From an optimization exercise on the open Yosys and OpenROAD flow, aimed at small area, a short achievable clock period and few clock cycles per item; shortcuts taken in it are not production practice. At most, simulation tests tie the RTL to the original design; equivalence was not proved.

==> flow/design.v (excerpt) <==
module tanh (
    input  clk,
    input  rst,
    input  [13:0] i_x,
    input  i_valid,
    output o_ready,
    output [13:0] o_fx,
    output o_valid,
    input  i_ready
);
logic        adv;
logic [13:0] x0;
logic [1:0]  cnt;
logic        ov_r;
logic [13:0] e0, e1;
logic [0:0] m1_hc;
logic [17:0] m1_ha;
logic [17:0] m1_hb;
logic [13:0] x_s1;
logic [13:0] q_s2;
logic [13:0] x_s2;
logic [4:0] d1_one;
logic [3:0] d1_two;
logic [3:0] d1_neg;
logic [13:0] q_s3;
logic [13:0] x_s3;
logic [0:0] m2_hc;
logic [17:0] m2_ha;
logic [17:0] m2_hb;
logic [13:0] x_s4;
logic [13:0] q_s4;
logic [5:0] d2_one;
logic [4:0] d2_two;
logic [4:0] d2_neg;
logic [13:0] x_s5;
logic [13:0] q_s5;
logic [0:0] m3_hc;
logic [17:0] m3_ha;
logic [17:0] m3_hb;
logic [13:0] x_s6;
logic [13:0] q_s6;
logic [5:0] d3_one;
logic [5:0] d3_two;
logic [4:0] d3_neg;
logic [13:0] x_s7;
logic [13:0] q_s7;
logic [0:0] m4_hc;
logic [17:0] m4_ha;
logic [17:0] m4_hb;
logic [13:0] x_s8;
logic [13:0] q_s8;
logic [6:0] d4_one;
logic [6:0] d4_two;
logic [5:0] d4_neg;
logic [13:0] x_s9;
logic [13:0] q_s9;
logic [0:0] m5_hc;
logic [17:0] m5_ha;
logic [17:0] m5_hb;
logic [13:0] x_s10;
logic [14:0] r5p;
logic [6:0] dx_one;
logic [6:0] dx_two;
logic [6:0] dx_neg;
logic [0:0] m6_hc;
logic [17:0] m6_ha;
logic [17:0] m6_hb;
logic v0, v1, v2, v3, v4, v5, v6, v7, v8, v9, v10, v11, v12;
wire deliver = ov_r & i_ready;
wire arrive  = adv & v12;
wire [1:0] cnt_n = cnt + {1'b0, arrive} - {1'b0, deliver};
wire m1_pp_1 = x0[0] & x0[1];
wire m1_pp_2 = x0[0] & x0[2];
  ...
Size: about 3000 cells after synthesis, roughly 0.040 mm2 of cells after synthesis.
Settings: LEC_CHECK=0, CAP_MARGIN=20, CELL_PAD_IN_SITES_DETAIL_PLACEMENT=0, CELL_PAD_IN_SITES_GLOBAL_PLACEMENT=0, CORE_MARGIN=2, CORE_UTILIZATION=40, SETUP_SLACK_MARGIN=4.7, SLEW_MARGIN=20, SYNTH_HIERARCHICAL=1, SYNTH_MINIMUM_KEEP_SIZE=0; clock period 8.0 ns.
run.sh (not shown) runs the stock make flow with config.mk's settings and CLKGATE_MAP_FILE= SYNTH_SCRIPT=/design/flow/synth_recipe.tcl, a recipe that flattens the netlist after the stock synthesis.
The starting point completed with no timing, DRC or antenna violations.
Testbench counts at the start, summed over its fixed seeds: cycles 16,112, items 16,000.
Edit:
--- a/flow/config.mk
+++ b/flow/config.mk
@@ -8,6 +8,6 @@
 export CAP_MARGIN = 20
-export CELL_PAD_IN_SITES_DETAIL_PLACEMENT = 0
-export CELL_PAD_IN_SITES_GLOBAL_PLACEMENT = 0
 export CORE_MARGIN = 2
 export CORE_UTILIZATION = 40
+export CTS_CLUSTER_DIAMETER = 100
+export CTS_CLUSTER_SIZE = 26
 export SETUP_SLACK_MARGIN = 4.7
The new run completed with no timing, DRC or antenna violations.
Maximum frequency is about the same.
Final area came out lower by a few percent.
Setup slack hardly moves.
Clock-buffer cell count came out lower by 40.
Non-clock buffer count came out higher by 14.
First-iteration DRC count came out lower by a few percent.
Sequential share of layout area came out higher by 1.1 points.
Edit:
--- a/flow/config.mk
+++ b/flow/config.mk
@@ -10,4 +10,4 @@
 export CORE_UTILIZATION = 40
-export CTS_CLUSTER_DIAMETER = 100
-export CTS_CLUSTER_SIZE = 26
+export CTS_CLUSTER_DIAMETER = 150
+export CTS_CLUSTER_SIZE = 30
 export SETUP_SLACK_MARGIN = 4.7
After rerunning: Die area is unchanged. Worst setup slack is worse by 49 ps. Clock-buffer cell count goes down by 8. Synthesized cell count stays the same.
Edit:
--- a/flow/config.mk
+++ b/flow/config.mk
@@ -10,4 +10,4 @@
 export CORE_UTILIZATION = 40
-export CTS_CLUSTER_DIAMETER = 150
-export CTS_CLUSTER_SIZE = 30
+export CTS_CLUSTER_DIAMETER = 120
+export CTS_CLUSTER_SIZE = 22
 export SETUP_SLACK_MARGIN = 4.7
@@ -16 +16,2 @@
 export SYNTH_MINIMUM_KEEP_SIZE = 0
+export TNS_END_PERCENT = 20
Clock-buffer cell count rises by 10.
Design area barely changes.
Hold slack degrades by 16 ps.
Edit:
--- a/flow/config.mk
+++ b/flow/config.mk
@@ -10,5 +10,3 @@
 export CORE_UTILIZATION = 40
-export CTS_CLUSTER_DIAMETER = 120
-export CTS_CLUSTER_SIZE = 22
-export SETUP_SLACK_MARGIN = 4.7
+export SETUP_SLACK_MARGIN = 4.85
 export SLEW_MARGIN = 20
@@ -16,2 +14 @@
 export SYNTH_MINIMUM_KEEP_SIZE = 0
-export TNS_END_PERCENT = 20
The changed run completed with no timing, DRC or antenna violations. Setup slack improved by 210 ps. Via count climbs by 4.4%. First-iteration DRC count is lower by 13%. Synthesized area does not change. Synthesized cell count is unchanged. Clock-buffer cell count goes up by 37. Critical path depth went up by 5. Clock skew falls by 8.5 ps. Hold slack barely changes.
Edit:
--- a/flow/config.mk
+++ b/flow/config.mk
@@ -10,3 +10,3 @@
 export CORE_UTILIZATION = 40
-export SETUP_SLACK_MARGIN = 4.85
+export SETUP_SLACK_MARGIN = 4.5
 export SLEW_MARGIN = 20
Area after synthesis does not change.
Die area stays the same.
Hold slack is better by 10 ps.
Wire length drops by a few percent.
Global-route usage shrinks by 0.16 points.


run a:
tanh, a different RTL version from the one above (not shown whole).
Size: ~3400 cells after synthesis, about 34 I/O pins, about 43000 sq um of cells after synthesis.
==> flow/config.mk <==
export PLATFORM = sky130hd
export DESIGN_NAME = tanh
export DESIGN_NICKNAME = tanh
export VERILOG_FILES = /design/flow/design.v
export SDC_FILE = /design/flow/constraint.sdc
export NUM_CORES = 4
export LEC_CHECK = 0
export CAP_MARGIN = 20
export CORE_MARGIN = 2
export CORE_UTILIZATION = 40
export SETUP_SLACK_MARGIN = 4.0
export SLEW_MARGIN = 20
==> flow/constraint.sdc <==
create_clock -name core_clock -period 8.0 [get_ports {clk}]
set_input_delay 1.6000 -clock core_clock [delete_from_list [all_inputs] [get_ports {clk}]]
set_output_delay 1.6000 -clock core_clock [all_outputs]
set_load 0.01 [all_outputs]
Every stage of the flow completed for run a, and the final layout passed the timing, design-rule and antenna checks.
--- input diff run a..run b ---
- a change of SETUP_SLACK_MARGIN from 4.0 to 5
- a change of CORE_UTILIZATION from 40 to 65
--- outcome ---
- The routed wirelength normalized by instance count number comes out higher for run b vs run a.
- Run b vs run a, launching element of the worst setup path: q_s7[12] vs m5_ha[2]
- Diff run b..run a | maximum count of clock buffers along a single path | unchanged
- Row routed wire length: run b higher / run a lower
- In run b, the detailed-routed wire length on met2 came out about 30% above the value in run a.
- Run b against run a: final worst slack rose 320 ps; number of non-clock buffers rose 505; hold-fix buffer count after cts about even.
- Measured against each other, run a and run b differ in cell row count, the higher figure coming from run a.
No run of this note included a check of the RTL's function; only the layout flow was run.


Another version of the RTL of tanh (not shown whole).
Size in the first run: about 41000 µm² of cells after synthesis.
make LEC_CHECK=0 CAP_MARGIN=20 CORE_MARGIN=2 CORE_UTILIZATION=40 CTS_BUF_LIST='sky130_fd_sc_hd__clkbuf_8 sky130_fd_sc_hd__clkbuf_4' SETUP_SLACK_MARGIN=4.6 SLEW_MARGIN=20 SYNTH_HIERARCHICAL=1 SYNTH_MINIMUM_KEEP_SIZE=0 finish   # period 8.0 ns
The first run produced a clean layout.
Testbench counts at the start, summed over its fixed seeds: cycles 16,112, items 16,000.
Rerun with:
CTS_BUF_LIST = unset   (was sky130_fd_sc_hd__clkbuf_8 sky130_fd_sc_hd__clkbuf_4)
PLACE_DENSITY = 0.75   (was unset)
SETUP_SLACK_MARGIN = 4.5   (was 4.6)
Result: The new run went through all stages and came out clean; synthesized area is unchanged; core utilization came out lower by 0.29 points; cell area fell slightly; clock skew is lower by 0.015 ns.
Rerun with:
PLACE_DENSITY = unset   (was 0.75)
SETUP_SLACK_MARGIN = 5   (was 4.5)
=>
- The changed run completed without violations
- die area is unchanged
- worst hold slack gains 0.011 ns
- clock skew stays flat
- design area grows by 7.6%


Starting RTL as in the previous note.
clock: 8.0 ns
lec_check: 0
cap_margin: 20
core_margin: 2
core_utilization: 40
setup_slack_margin: 4.7
slew_margin: 20
synth_hierarchical: 1
synth_minimum_keep_size: 0
Testbench counts at the start, summed over its fixed seeds: cycles 16,112, items 16,000.
==> next run, changes <==
--- a/flow/config.mk
+++ b/flow/config.mk
@@ -9,5 +9,5 @@
 export CORE_MARGIN = 2
 export CORE_UTILIZATION = 40
-export SETUP_SLACK_MARGIN = 4.7
+export SETUP_SLACK_MARGIN = 4.5
 export SLEW_MARGIN = 20
 export SYNTH_HIERARCHICAL = 1
Result:
- The new run produced a clean layout
- non-clock buffer count falls by 151
- setup slack got worse by 130 ps
- critical path depth falls by 1
- routed wire length falls by a little under a tenth
- first-iteration DRC count rises slightly
- maximum frequency falls by a few percent


## red
RTL: one of the versions met above, not the one the previous note started from.
Size: about 3000 cells after synthesis, about 620 flip-flops, roughly 34 I/O pins, ~40000 µm² of cells after synthesis.
Settings: LEC_CHECK=0, CAP_MARGIN=20, CORE_MARGIN=2, CORE_UTILIZATION=40, CTS_CLUSTER_DIAMETER=120, CTS_CLUSTER_SIZE=22, SETUP_SLACK_MARGIN=4.8, SLEW_MARGIN=20, SYNTH_HIERARCHICAL=1, SYNTH_MINIMUM_KEEP_SIZE=0; clock period 8.0 ns.
red: full flow OK, the timing, design-rule and antenna checks passed
Testbench counts of red, summed over its fixed seeds: cycles 16,112, items 16,000.
[inputs] blue vs red
--- a/flow/config.mk
+++ b/flow/config.mk
@@ -10,5 +10,3 @@
 export CORE_UTILIZATION = 40
-export CTS_CLUSTER_DIAMETER = 120
-export CTS_CLUSTER_SIZE = 22
-export SETUP_SLACK_MARGIN = 4.8
+export SETUP_SLACK_MARGIN = 5
 export SLEW_MARGIN = 20
- For blue, the timing startpoint of the critical path was r5p[12], unlike red, where it was m2_ha[0].
- In the metrics for red and blue, the one carrying the higher count of H-tree levels built during CTS is blue.
- blue against red: biggest cell delay along the critical path grew by 0.16 ns, count of clock-buffer cells in the layout grew by 86%, count of cell instances traversed by the critical path shrank by 7.
- Post-route cell area for blue is higher than for red.
### blue -> green
--- a/flow/config.mk
+++ b/flow/config.mk
@@ -10,3 +10,4 @@
 export CORE_UTILIZATION = 40
-export SETUP_SLACK_MARGIN = 5
+export GPL_ROUTABILITY_DRIVEN = 0
+export SETUP_SLACK_MARGIN = 4.7
 export SLEW_MARGIN = 20
==> comparison <==
When green is measured against blue, its total track usage turns out 0.85 points lower.
Per the comparison of green with blue, number of buffers added on ports ~0 delta; setup slack -0.15 ns; count of clock-net buffers in the final layout +6; number of sinks on the clock net ~0 delta.
Looking only at proportion of layout cells with a drive suffix above 1, and setting everything else aside, the higher value of green and blue goes to blue.
Detailed placer's ending HPWL across green and blue: no real change.
Part of the Yosys area used for sequential elements: blue vs green identical
The post-route cell area in blue is 1.06 times that in green.
Changes in orange relative to green:
--- a/flow/config.mk
+++ b/flow/config.mk
@@ -10,3 +10,4 @@
 export CORE_UTILIZATION = 40
-export GPL_ROUTABILITY_DRIVEN = 0
+export CTS_CLUSTER_DIAMETER = 120
+export CTS_CLUSTER_SIZE = 22
 export SETUP_SLACK_MARGIN = 4.7
### Flow results
Relative to green, the number of global-route vias before repair measured on orange has decreased by a few percent.
Worst stage delay on the critical path of orange is on par with green.
Looking at final critical path time including I/O delays and setup, orange sits 0.081 ns below green.
Critical path depth is lower on orange
Compared with green, orange shows a lower cell area after layout.
In orange the setup slack after layout turned out 0.081 ns higher than in green.
Relative to green, actual slew at the worst max-slew pin has increased by 0.051 ns in orange.
Against green as the reference, orange delivers a lower number of vias in the routed layout.
> inputs changed (orange -> purple)
--- a/flow/config.mk
+++ b/flow/config.mk
@@ -10,4 +10,4 @@
 export CORE_UTILIZATION = 40
-export CTS_CLUSTER_DIAMETER = 120
-export CTS_CLUSTER_SIZE = 22
+export CTS_CLUSTER_DIAMETER = 110
+export CTS_CLUSTER_SIZE = 18
 export SETUP_SLACK_MARGIN = 4.7
==> comparison <==
purple -> orange: xor/xnor share of the synthesized area delta 0, exact match. There was hardly any difference in wire length between orange and purple. Going from orange to purple, the cell count along the critical path was found to have gone down by 8. Cell count of the worst reg-to-reg path in purple is 8 below orange. Compared with orange, in purple flip-flop and latch share of the layout cell area saw little to no change; area used by sequential logic in the layout saw little to no change.

[re-timing with driven ports]
In the flow no input, the clock included, has a driving cell. The finished layouts below were timed again as built, in two steps.
Step 1 (the two cells are an assumption about what drives the block):
set clk [get_ports {clk}]
set_driving_cell -lib_cell sky130_fd_sc_hd__clkbuf_16 $clk
set_driving_cell -lib_cell sky130_fd_sc_hd__buf_2 [delete_from_list [all_inputs] $clk]
Step 2 also shifts input and output timing later by t, the mid clock arrival at the registers, as if the neighbouring blocks saw the same clock.
Three values: ideal ports, drivers, drivers and shift; two values: the first two.
run | t (ns) | slack for setup (ns) | worst setup path at the end | latest minus earliest clock arrival (ns) | worst data-port slew with drivers (ns)
the first run of note 1 | 0.671 | 4.803 / 4.782 / 4.262 | input to register | 0.026 / 0.026 | 0.04
the second run of note 1 | 0.683 | 4.802 / 4.761 / 4.259 | input to register | 0.032 / 0.032 | 0.04
the third run of note 1 | 0.667 | 4.753 / 4.753 / 4.257 | input to register | 0.034 / 0.035 | 0.04
the fourth run of note 1 | 0.643 | 4.670 / 4.636 / 4.222 | input to register | 0.038 / 0.039 | 0.04
the fifth run of note 1 | 0.680 | 4.876 / 4.853 / 4.507 | input to register | 0.029 / 0.029 | 0.04
the sixth run of note 1 | 0.673 | 4.665 / 4.604 / 4.223 | input to register | 0.030 / 0.030 | 0.04
run a | 0.679 | 4.334 / 4.334 / 4.144 | input to register | 0.031 / 0.031 | 0.05
run b | 0.664 | 4.652 / 4.652 / 4.556 | input to register | 0.021 / 0.020 | 0.04
the first run of note 3 | 0.767 | 4.611 / 4.611 / 4.201 | input to register | 0.037 / 0.036 | 0.03
the second run of note 3 | 0.702 | 4.534 / 4.534 / 4.230 | input to register | 0.023 / 0.023 | 0.03
the third run of note 3 | 0.674 | 4.763 / 4.763 / 4.546 | input to register | 0.024 / 0.024 | 0.04
the first run of note 4 | 0.670 | 4.716 / 4.716 / 4.238 | input to register | 0.033 / 0.032 | 0.05
the second run of note 4 | 0.684 | 4.590 / 4.590 / 4.208 | input to register | 0.021 / 0.020 | 0.04
red | 0.639 | 4.846 / 4.802 / 4.512 | input to register | 0.027 / 0.027 | 0.04
blue | 0.681 | 4.892 / 4.892 / 4.467 | input to register | 0.026 / 0.026 | 0.03
green | 0.684 | 4.744 / 4.744 / 4.230 | input to register | 0.026 / 0.027 | 0.04
orange | 0.647 | 4.825 / 4.811 / 4.251 | input to register | 0.029 / 0.029 | 0.04
purple | 0.655 | 4.806 / 4.802 / 4.250 | input to register | 0.018 / 0.019 | 0.04
After both steps every run listed still meets setup and hold. For orange, which loses most, drivers alone change the setup slack by -0.014 ns; drivers and shift together by -0.574 ns.
